What follows belongs to an exercise in optimizing a design on an open flow for small area; a production flow would make more cautious choices.
Function was checked by simulation only, so behaviour that the tests miss may differ from the original.
Power figures rest on the tool's default switching activity, not on a simulated workload.

===== flow/run.sh =====
#!/bin/bash
# synth_recipe.tcl (not shown) runs the flow's synth.tcl, then flattens the netlist and writes it again
# the make line also repeats each setting of config.mk as NAME=value (left out here)
make -C /OpenROAD-flow-scripts/flow DESIGN_CONFIG=/design/flow/config.mk WORK_HOME=/design/flow/orfs CLKGATE_MAP_FILE= SYNTH_SCRIPT=/design/flow/synth_recipe.tcl finish

===== flow/config.mk =====
export PLATFORM = sky130hd
export DESIGN_NAME = DSP48A1_wrapper
export DESIGN_NICKNAME = DSP48A1_wrapper
export VERILOG_FILES = /design/flow/design.v
export SDC_FILE = /design/flow/constraint.sdc
export NUM_CORES = 4
export LEC_CHECK = 0
export CAP_MARGIN = 20
export CORE_MARGIN = 2
export CORE_UTILIZATION = 40
export SLEW_MARGIN = 20

===== flow/constraint.sdc =====
create_clock -name core_clock -period 7.0 [get_ports {CLK}]
set_input_delay 1.4000 -clock core_clock [delete_from_list [all_inputs] [get_ports {CLK}]]
set_output_delay 1.4000 -clock core_clock [all_outputs]
set_load 0.01 [all_outputs]

===== flow/design.v =====
module GenericRegMux #(
    parameter integer WIDTH = 18,            
    parameter A0REG = 1,                     
    parameter RSTTYPE = "SYNC"               
)(
    input  wire                   CLK,
    input  wire                   RSTA,
    input  wire                   CEA,
    input  wire [WIDTH-1:0]       A,
    output wire [WIDTH-1:0]       A_reg0
);
reg [WIDTH-1:0] A0_reg;
generate
    if (A0REG) begin : GEN_REGISTER
        if (RSTTYPE == "SYNC") begin : SYNC_RST
            always @(posedge CLK) begin
                if (RSTA)
                    A0_reg <= {WIDTH{1'b0}};
                else if (CEA)
                    A0_reg <= A;
            end
        end else begin : ASYNC_RST
            always @(posedge CLK or posedge RSTA) begin
                if (RSTA)
                    A0_reg <= {WIDTH{1'b0}};
                else if (CEA)
                    A0_reg <= A;
            end
        end
        assign A_reg0 = A0_reg;
    end else begin : GEN_WIRE
        assign A_reg0 = A;
    end
endgenerate
endmodule
module DSP48A1_wrapper #(
    parameter A0REG = 0,  
    parameter A1REG = 1,
    parameter B0REG = 0,
    parameter B1REG = 1,
    parameter DREG  = 1,
    parameter MREG  = 1,
    parameter PREG  = 1,
    parameter CREG  = 1,
    parameter CARRYINREG = 1,
    parameter CARRYOUTREG = 1,
    parameter OPMODEREG = 1 ,
    parameter CARRYINSEL = "OPMODE5",  
    parameter B_INPUT = "DIRECT",     
    parameter RSTTYPE = "SYNC"        
)(
    input  wire [17:0] A,
    input  wire [17:0] B,
    input  wire [17:0] D,
    input  wire [47:0] C,
    input  wire        CLK,
    input  wire        CARRYIN,
    input  wire  [7:0] OPMODE,
    input  wire  [17:0] BCIN,
    input  wire [47:0] PCIN,
    input wire CEA, CEB, CED, CEM, CEP, CEC  , CECARRYIN , CEOPMODE ,
    input wire RSTA, RSTB, RSTD, RSTM, RSTP , RSTC , RSTCARRYIN , RSTOPMODE,
    output wire [17:0] BCOUT,
    output wire [47:0] PCOUT,
    output wire [47:0] P,
    output wire [35:0] M,
    output wire        CARRYOUT ,
    output wire        CARRYOUTF 
);
    wire [17:0] A_reg0, A_reg1;
    wire [17:0] B_reg0, B_reg1;
    wire [17:0] B_i;
    wire [17:0] D_reg;
    wire [47:0] C_reg;
    wire [47:0] M_reg;
    wire [7:0]  opmode_reg;
    wire [17:0] pre_add ;
    wire [17:0] r1 ;
    wire [35:0] r2 ;
    wire [35:0] m ;  
    wire [47:0] cn ;  
    wire [47:0] s ;  
    wire ci ;  
    wire CIN ;  
    reg [47:0] x , z ;  
    wire [47:0] p ;  
    wire co ;  
    GenericRegMux #(  
                .WIDTH(18),
                .A0REG(A0REG),
                .RSTTYPE(RSTTYPE)
            ) a0 (
                .CLK(CLK),
                .RSTA(RSTA),
                .CEA(CEA),
                .A(A),
                .A_reg0(A_reg0)
            );
    generate
        if(B_INPUT=="DIRECT")
           assign  B_i = B ;
        else if(B_INPUT=="CASCADE")   
           assign  B_i = BCIN ;
        else
           assign B_i = 18'b0 ;
    endgenerate
    GenericRegMux #(  
                .WIDTH(18),
                .A0REG(B0REG),
                .RSTTYPE(RSTTYPE)
            ) b0 (
                .CLK(CLK),
                .RSTA(RSTB),
                .CEA(CEB),
                .A(B),
                .A_reg0(B_reg0)
            );
    GenericRegMux #(  
                .WIDTH(48),
                .A0REG(CREG),
                .RSTTYPE(RSTTYPE)
            ) c (
                .CLK(CLK),
                .RSTA(RSTC),
                .CEA(CEC),
                .A(C),
                .A_reg0(C_reg)
            );
    GenericRegMux #(  
                .WIDTH(18),
                .A0REG(DREG),
                .RSTTYPE(RSTTYPE)
            ) d (
                .CLK(CLK),
                .RSTA(RSTD),
                .CEA(CED),
                .A(D),
                .A_reg0(D_reg)
            );
    GenericRegMux #(  
                .WIDTH(8),
                .A0REG(OPMODEREG),
                .RSTTYPE(RSTTYPE)
            ) op (
                .CLK(CLK),
                .RSTA(RSTOPMODE),
                .CEA(CEOPMODE),
                .A(OPMODE),
                .A_reg0(opmode_reg)
            );
    assign pre_add = ((opmode_reg[6]) ? D_reg - B_reg0 : D_reg + B_reg0 ) ;
    assign r1 = ((opmode_reg[4]) ? pre_add : B_reg0 );
    GenericRegMux #(  
                .WIDTH(18),
                .A0REG(B1REG),
                .RSTTYPE(RSTTYPE)
            ) b1 (
                .CLK(CLK),
                .RSTA(RSTB),
                .CEA(CEB),
                .A(r1),
                .A_reg0(B_reg1)
            );
    GenericRegMux #(  
                .WIDTH(18),
                .A0REG(A1REG),
                .RSTTYPE(RSTTYPE)
            ) a1 (
                .CLK(CLK),
                .RSTA(RSTA),
                .CEA(CEA),
                .A(A_reg0),
                .A_reg0(A_reg1)
            );
    assign r2 = A_reg1 * B_reg1 ;
    assign cn = {D_reg[11:0] , A_reg1 , B_reg1 };
    assign BCOUT = B_reg1 ;
     GenericRegMux #(  
                .WIDTH(36),
                .A0REG(MREG),
                .RSTTYPE(RSTTYPE)
            ) Mreg (
                .CLK(CLK),
                .RSTA(RSTM),
                .CEA(CEM),
                .A(r2),
                .A_reg0(m)
            );
    assign s = { 12'b0, m };
    assign M = m ;
    generate
        if(CARRYINSEL=="OPMODE5")
           assign  ci = opmode_reg[5] ;
        else if(B_INPUT=="CARRYIN")   
           assign  ci = CARRYIN ;
        else
           assign ci = 1'b0 ;
    endgenerate
    GenericRegMux #(  
                .WIDTH(1),
                .A0REG(CARRYINREG),
                .RSTTYPE(RSTTYPE)
            ) Cin_reg (
                .CLK(CLK),
                .RSTA(RSTCARRYIN),
                .CEA(CECARRYIN),
                .A(ci),
                .A_reg0(CIN)
            );
    always @(*) begin
        case(opmode_reg[1:0])
        2'b00 : x = 48'b0 ;
        2'b01 : x = s ;
        2'b10 : x = P ;
        2'b11 : x = cn ;
        default : x = 48'b0;
        endcase
    end
    always @(*) begin
        case(opmode_reg[3:2])
        2'b00 : z = 48'b0 ;
        2'b01 : z = PCIN ;
        2'b10 : z = P ;
        2'b11 : z = C_reg ;
        default : z = 48'b0;
        endcase
    end
    assign {co , p} = ((opmode_reg[7]) ? (z - (x+CIN)) : (z + x + CIN)); 
    GenericRegMux #(  
                .WIDTH(48),
                .A0REG(PREG),
                .RSTTYPE(RSTTYPE)
            ) Preg (
                .CLK(CLK),
                .RSTA(RSTP),
                .CEA(CEP),
                .A(p),
                .A_reg0(P)
            );
    assign PCOUT = P ;
    GenericRegMux #(  
                .WIDTH(1),
                .A0REG(CARRYOUTREG),
                .RSTTYPE(RSTTYPE)
            ) Cout_reg (
                .CLK(CLK),
                .RSTA(RSTCARRYIN),
                .CEA(CECARRYIN),
                .A(co),
                .A_reg0(CARRYOUT)
            );
    assign CARRYOUTF = CARRYOUT ;
endmodule

==> impl_metrics.json <==
{
  "status": "complete, no violations",
  "synth_edf_count": 0,
  "die_h_um": 266,
  "final_nets": 4224,
  "holdWs_ps": 496,
  "p_leak_uw": 0.0149,
  "cts_tree": "built",
  "ys_ff_latch": 196,
  "ir_worst_vdd_v": 0.000165,
  "max_clock_freq_ghz": 0.151,
  "detailedRoute.firstPassIterationCount": 6,
  "crit_path_cell_trace": "buf_4, and2_1, fa_1, inv_1, fa_1, inv_1, fa_1, fa_1, fa_1, inv_1, fa_1, inv_1, ha_1, a21oi_1, o21bai_1, a21o_1, a21o_1, a211o_1, o31ai_1, nand2b_1, a311oi_1, xnor2_1, mux2i_1, nor2_1",
  "worst_path_max_delay_cell": "fa_1",
  "yosys-top-cells-area": "fa_1, dfxtp_1, ha_1",
  "synth_nets": 4058,
  "max_stage_delay_ps": 530,
  "antenna_left": 0,
  "drv_cap": 0,
  "drt_wl_total_mm": 89.9,
  "timing.critical_path.required_ps": 7400,
  "critPathLaunchType": "register",
  "end_kind": "register",
  "path_common_cell": "fa_1",
  "grt-busiest-layer": "met2",
  "coreArea_um2": 68300,
  "dpl.hpwl_mm": 71.6,
  "cts_buffer_depth": 2,
  "hold_viol": 0,
  "gp_congestion": 0.928,
  "drive_above_1_share_pct": 6.60,
  "grt_pass1_wl_mm": 137,
  "track_usage_pct": 25.3,
  "post_drt_wl_per_cell_um": 20.4,
  "finalCriticalPeriod_ps": 6600,
  "critPathBufInv": 5,
  "crit_arrival_ps": 7010,
  "hold_path_class": "reg -> reg",
  "fin_ws_ps": 397,
  "ys_types": 76,
  "synthFlopType": "dfxtp_1",
  "dp_worst_setup_slack_ps": 221,
  "clockRootBuffer": "clkbuf_16",
  "gr-total-overflow": 0,
  "portBuffers": 326,
  "cts_made_buffers": 17,
  "ys_warn_count": 6,
  "avgSynthCellArea_um2": 8.24,
  "area_growth_pct": 15.8,
  "synth_area_um2": 27500,
  "critPathMaxFanout": 8,
  "grt_antenna_before_repair": 4,
  "power.density_nw_per_um2": 161,
  "grtUsageMet2_pct": 37.1,
  "use_met1_pct": 36.0,
  "viasPerCell": 5.41,
  "syn_inst": 3336,
  "cts_sinks": 196,
  "row_count": 96,
  "setup_viol": 0,
  "fp.dieW_um": 266,
  "p_total_uw": 5110,
  "crit_type": "reg -> reg",
  "io_pins": 346,
  "fin_crit_sh_pct": 94.3,
  "path_clk_slew_ps": 90,
  "insertion_delay_ps": 530,
  "yosysTopAreaCell": "fa_1",
  "tns_ps": 0,
  "cts_max_level": 4,
  "start_util_pct": 40.2,
  "use_met3_pct": 5.30,
  "rsz0062_at_grt": "no",
  "drc_errors": 0,
  "tightest_slew_ps": 1110,
  "final_core_util_pct": 46.6,
  "slew_violations": 0,
  "cp_top_family": "adder cells",
  "synth-seq-area-share_pct": 14.3,
  "dr_total_vias": 23788,
  "dieArea_um2": 70800,
  "first_global_vias": 22918,
  "synth_top_area_share_pct": 19.0,
  "maxSlewHeadroom_pct": 26.1,
  "drt_iter0_markers": 1759,
  "fin_skew_ps": 15.9,
  "synthArstFlopShare_pct": 0,
  "grt_max_degree": 59
}
cells by family (layout without fill, tap and decap cells):
kind of cell / count (synthesis) / count (layout) / synth area share [%]
simple gates: 934 / 934 / 15.7
buf+inv: 673 / 852 / 9.87
compound gates: 630 / 630 / 15.5
fa+ha+maj: 528 / 528 / 31.2
mux: 236 / 236 / 8.98
flops: 196 / 196 / 14.3
xor+xnor: 139 / 139 / 4.43
other cells: 0 / 2 / 0
what timing repair did:
item | 4_1_cts | 5_1_grt
hold buffers | 0 | 0
resized for setup | 0 | 10
setup endpoints to repair | 0 | 4
setup buffers | 0 | 0
metrics by stage:
step | cells | area, um2
global placement | 4365 | 31200
detailed placement | 4365 | 31200
floorplan | 3336 | 27500
finish | 4399 | 31800
CTS | 4397 | 31800
global route | 4397 | 31800
routing by layer:
metal,wire (um),up-vias
met2,37800,767
li1,-,11357
met3,6030,125
met1,42500,11539
met4,3580,0
met5,0,-
synth_stat cells (all sizes together) (29+ instances only):
| master | instances |
|---|---|
| nor2 | 301 |
| o21ai | 96 |
| inv | 423 |
| dfxtp | 196 |
| xnor2 | 98 |
| ha | 267 |
| xor2 | 41 |
| nand2 | 290 |
| a21oi | 175 |
| a211oi | 45 |
| buf | 76 |
| nor3 | 39 |
| fa | 261 |
| mux2i | 152 |
| clkbuf | 173 |
| a21o | 61 |
| nor2b | 30 |
| a22o | 79 |
| and2 | 141 |
| mux2 | 84 |
| nand4 | 29 |
worst min-delay path: cells and delay by family (launching register included):
family / cells / cell delay (ps)
flops: 1 / 330
simple gates: 1 / 80
mux: 1 / 60
placed cells by master, fill, tap and decap left out, types with 8 or more instances in the layout:
cell type | Yosys | final
xnor2_1 | 98 | 98
a22o_1 | 79 | 79
nand4_1 | 29 | 29
o21bai_1 | 27 | 27
or3_1 | 9 | 9
nand2_1 | 290 | 290
buf_4 | 50 | 71
o211ai_1 | 10 | 10
a211oi_1 | 44 | 44
nor2_1 | 301 | 301
clkbuf_16 | 0 | 17
nand3_1 | 25 | 25
mux2_2 | 84 | 84
nand2b_1 | 27 | 27
and2_1 | 141 | 141
fa_1 | 261 | 261
a211o_1 | 10 | 10
a31oi_1 | 23 | 23
nor3_1 | 39 | 39
xor2_1 | 41 | 41
inv_1 | 422 | 422
a21o_1 | 61 | 61
mux2i_1 | 152 | 152
o21ai_0 | 94 | 94
dfxtp_2 | 0 | 15
nor2b_1 | 30 | 29
and3_1 | 10 | 10
clkdlybuf4s50_1 | 0 | 321
dfxtp_1 | 196 | 181
a21oi_1 | 175 | 175
o31ai_1 | 12 | 12
ha_1 | 267 | 267
o21a_1 | 19 | 19
a311oi_1 | 8 | 8
nor4_1 | 10 | 9
final cells by class:
type / count / area (um2)
fillers: 6739 / 36500
flip-flops and latches: 196 / 3940
repair buffers: 396 / 3770
diodes: 2 / 5.00
clock inverters: 12 / 121
inverters: 424 / 1590
well taps: 882 / 1100
clock buffers: 20 / 437
multi-input cells: 2467 / 20900
power by group:
group	switching [uW]	internal (uW)	total, uW
registers	181	1210	1400
logic	1500	1160	2660
clock network	558	498	1060
path summary, 6_finish.rpt:
path                                   start                      endpoint  slack, ps  cells past startpoint
hold / removal      c.A0_reg[9]$_SDFFE_PP0P_      c.A0_reg[9]$_SDFFE_PP0P_        500                      2
setup / recovery  b1.A0_reg[12]$_SDFFE_PP0P_  Mreg.A0_reg[34]$_SDFFE_PP0P_        400                     24
setup reg to reg  b1.A0_reg[12]$_SDFFE_PP0P_  Mreg.A0_reg[34]$_SDFFE_PP0P_        400                     24
hold reg to reg     c.A0_reg[9]$_SDFFE_PP0P_      c.A0_reg[9]$_SDFFE_PP0P_        500                      2

==> static timing again, ports no longer ideal <==
How much do the figures lean on ideal ports? The routed layout below was timed once more, with nothing changed but the port constraints.
Step 1: set_driving_cell puts a clkbuf_16 on CLK and a buf_2 on each other input, an assumption about the parent block.
Step 2 also shifts input and output timing later by t, the mid clock arrival at the registers, as if the neighbouring blocks saw the same clock.
Three values: ideal, step 1, step 2; two values: the first two.
t (ns): 0.587
setup slack, ns: 0.397 / 0.397 / 0.397
worst slew at a driven data input, ns: 0.10
After both steps this run still meets setup and hold. The setup slack of this run moves by 0.000 ns with the drivers and by 0.000 ns with both steps.
